What follows belongs to an exercise in optimizing a design on an open flow for small area, a short achievable clock period and few clock cycles; a production flow would make more cautious choices. RTL that was checked went through simulation tests only; none was proved equivalent to the original.

run 5:
==> module lcm_top, before the edit <==
module lcm_top
#(
    parameter DW = 8
)(
    input  logic              clk      ,
    input  logic              rst_n    ,
    input  logic              start    ,
    input  logic[DW-1:0]      data_a   ,
    input  logic[DW-1:0]      data_b   ,
    output logic              done     ,
    output logic[DW*2-1:0]    lcm_o    ,
    output logic[DW-1:0]      gcd_o
);
    logic           busy  ;
    logic[DW*2-1:0] lcm_c ;
    logic[DW-1:0]   gcd_c ;
    logic[DW*3-1:0] r     ;
    lcm #(.DW(DW)) U_LCM (
        .data_a (r[DW-1:0]     ),
        .data_b (r[DW*2-1:DW]  ),
        .lcm_o  (lcm_c         ),
        .gcd_o  (gcd_c         )
    );
    always_ff @(posedge clk, negedge rst_n) begin
        if (!rst_n) done <= 1'b0 ;
        else        done <= busy ;
    end
    always_ff @(posedge clk) begin
        busy <= start ;
    end
    always_ff @(posedge clk) begin
        if (busy) r[DW*2-1:0] <= {lcm_c[DW-1:0], gcd_c} ;
        else      r[DW*2-1:0] <= {data_b, data_a} ;
        r[DW*3-1:DW*2] <= lcm_c[DW*2-1:DW] ;
    end
    assign gcd_o = r[DW-1:0] ;
    assign lcm_o = r[DW*3-1:DW] ;
endmodule
export LEC_CHECK = 0
export ABC_AREA = 1
export CAP_MARGIN = 20
export CORE_MARGIN = 2
export CORE_UTILIZATION = 40
export SLEW_MARGIN = 20
create_clock -name core_clock -period 820.0 [get_ports {clk}]
standard.sh (not shown) runs the stock make flow with config.mk's settings and CLKGATE_MAP_FILE= SYNTH_SCRIPT=/design/flow/synth_recipe.tcl, a recipe that flattens the netlist after the stock synthesis.
==> flow/flow/run.sh <==
#!/bin/bash
# Own layout flow: the standard ORFS flow (standard.sh), with these
# changes to how the layout is made:
#  - the ABC script that maps the combinational logic to cells is an
#    area-oriented one (flow/abc_area.script) instead of ORFS's, which
#    sizes cells up for speed the design does not need;
#  - after synthesis, flow/faflip.py picks for each full adder whether to
#    use it complemented (a full adder is self-dual), so that fewer
#    inverters sit between adders, and the logic around the adders is
#    mapped again (flow/remap.ys); adders and flip-flops keep their
#    instances, names and cell types. The new netlist is checked against
#    gcd/lcm on all 65536 operand pairs (flow/check_tb.sv) and is used
#    only if it passes;
#  - the port buffers are the smallest buffer, sky130_fd_sc_hd__buf_1;
#  - the clock tree is built from clkbuf_8 without dummy loads.
# Each tool's output goes to a log file in this folder.
set -euo pipefail
W=$PWD
LIB=$FLOW_HOME/platforms/sky130hd/lib/sky130_fd_sc_hd__tt_025C_1v80.lib
RES=$W/orfs/results/sky130hd/lcm_top/base
rm -rf "$W/scripts_own"
mkdir -p "$W/scripts_own"
cp -r "$FLOW_HOME/scripts/." "$W/scripts_own/"
cp "$W/flow/abc_area.script" "$W/scripts_own/abc_area.script"
export SCRIPTS_DIR="$W/scripts_own"
export BUFFER_PORTS_ARGS="-buffer_cell sky130_fd_sc_hd__buf_1"
export CTS_ARGS="-sink_clustering_enable -repair_clock_nets -buf_list sky130_fd_sc_hd__clkbuf_8 -dont_use_dummy_load"

bash "$W/standard.sh" synth > "$W/log_synth.log" 2>&1

# full adder polarity and a second mapping of the logic around the adders
cp "$RES/1_2_yosys.v" "$W/netlist_standard_synth.v"
DU=$(sed -n '/DONT_USE_CELLS/,/^$/p' "$FLOW_HOME/platforms/sky130hd/config.mk" | grep -o 'sky130_fd_sc_hd__[a-z0-9_]*' | sed 's/^/-dont_use /' | tr '\n' ' ')
if python3 "$W/flow/faflip.py" "$W/netlist_standard_synth.v" "$W/netlist_flip.v" > "$W/log_faflip.log" 2>&1; then
  sed -e "s|@LIB@|$LIB|g; s|@IN@|$W/netlist_flip.v|; s|@OUT@|$W/netlist_remap.v|; s|@TOP@|$FLOW_TOP|; s|@SCRIPT@|$W/flow/abc_area.script|; s|@DONTUSE@|$DU|" \
    "$W/flow/remap.ys" > "$W/remap_run.ys"
  if yosys -s "$W/remap_run.ys" > "$W/log_remap.log" 2>&1; then
    # exhaustive check of the new netlist (cells read as their liberty functions)
    mkdir -p "$W/check"
    yosys -p "read_liberty -ignore_miss_func $LIB; read_verilog $W/netlist_remap.v; hierarchy -top $FLOW_TOP; flatten; opt_clean; write_verilog -noattr $W/check/net.v" > "$W/log_check_yosys.log" 2>&1 \
    && (cd "$W/check" && verilator --binary --timing -Wno-fatal -Wno-lint -Wno-style --top-module exh_top -o sim "$W/flow/check_tb.sv" net.v > "$W/log_check_build.log" 2>&1) \
    && "$W/check/obj_dir/sim" > "$W/log_check_sim.log" 2>&1 || true
    if grep -q "EXHTOP errors=0" "$W/log_check_sim.log" 2>/dev/null; then
      cp "$W/netlist_remap.v" "$RES/1_2_yosys.v"
      rm -f "$RES/1_synth.odb" "$RES/1_synth.sdc"
      echo "using the remapped netlist" > "$W/log_choice.log"
    else
      echo "remapped netlist failed its check; using the standard one" > "$W/log_choice.log"
    fi
  fi
fi

bash "$W/standard.sh" finish > "$W/log_layout.log" 2>&1
Other scripts of this flow, unchanged in this note and not shown: flow/flow/abc_area.script, flow/flow/check_tb.sv, flow/flow/faflip.py, flow/flow/remap.ys
What run 1 does differently from run 5 at the input level:
--- a/flow/design.v
+++ b/flow/design.v
@@ -167,12 +167,12 @@
     end
     always_ff @(posedge clk) begin
         busy <= start ;
     end
     always_ff @(posedge clk) begin
-        if (busy) r[DW*2-1:0] <= {lcm_c[DW-1:0], gcd_c} ;
-        else      r[DW*2-1:0] <= {data_b, data_a} ;
+        if (start) r[DW*2-1:0] <= {data_b, data_a} ;
+        else       r[DW*2-1:0] <= {lcm_c[DW-1:0], gcd_c} ;
         r[DW*3-1:DW*2] <= lcm_c[DW*2-1:DW] ;
     end
     assign gcd_o = r[DW-1:0] ;
     assign lcm_o = r[DW*3-1:DW] ;
 endmodule
## What came out
- Run comparison: run 1 critical path's slowest cell sky130_fd_sc_hd__buf_1; run 5 critical path's slowest cell sky130_fd_sc_hd__dfxtp_1
- Between run 1 and run 5, it is run 1 whose clock period minus final worst setup slack is higher, by 0.59 ns.
- From run 5 to run 1 the numbers moved as follows: critical path depth grew by 3; multi-input combinational cell count stayed essentially flat; sequential share of layout area held; instance area after placement fell 0.37%.
- Global-route wire length before repair improves in run 1 relative to run 5.
- Diff run 1..run 5 | effective utilization at floorplan | negligible
- Run 1 vs run 5, worst setup slack went down by 0.59 ns.
Testbench counts of run 1, summed over its fixed seeds: cycles 6,408.
No functional check of the RTL was part of run 5.

## separate check: timing with driven ports
The flow's constraints put no driver on any port. The routed layouts listed below were extracted and timed again, unchanged, in two steps.
Step 1 assumes that a clkbuf_16 drives the clock port and a buf_2 every other input.
Step 2 adds t to the input delays and takes it off the output delays; t is the mean of the earliest and latest rising clock arrival at the registers after step 1. Input paths then give back, and output paths get back, about the clock's delay inside the block.
a / b / c = no drivers / after step 1 / after step 2; a / b = the first two.
run | t, ns | setup slack, ns | hold slack, ns | worst slew at a driven data input, ns
run 5 | 0.316 | 655.016 / 654.983 / 655.299 | 0.645 / 0.645 / 0.645 | 0.03
run 1 | 0.298 | 654.423 / 654.417 / 654.120 | 0.338 / 0.338 / 0.338 | 0.05
After both steps setup and hold are still met in every run listed. For run 1, which loses most, drivers alone change the setup slack by -0.006 ns; drivers and shift together by -0.303 ns.
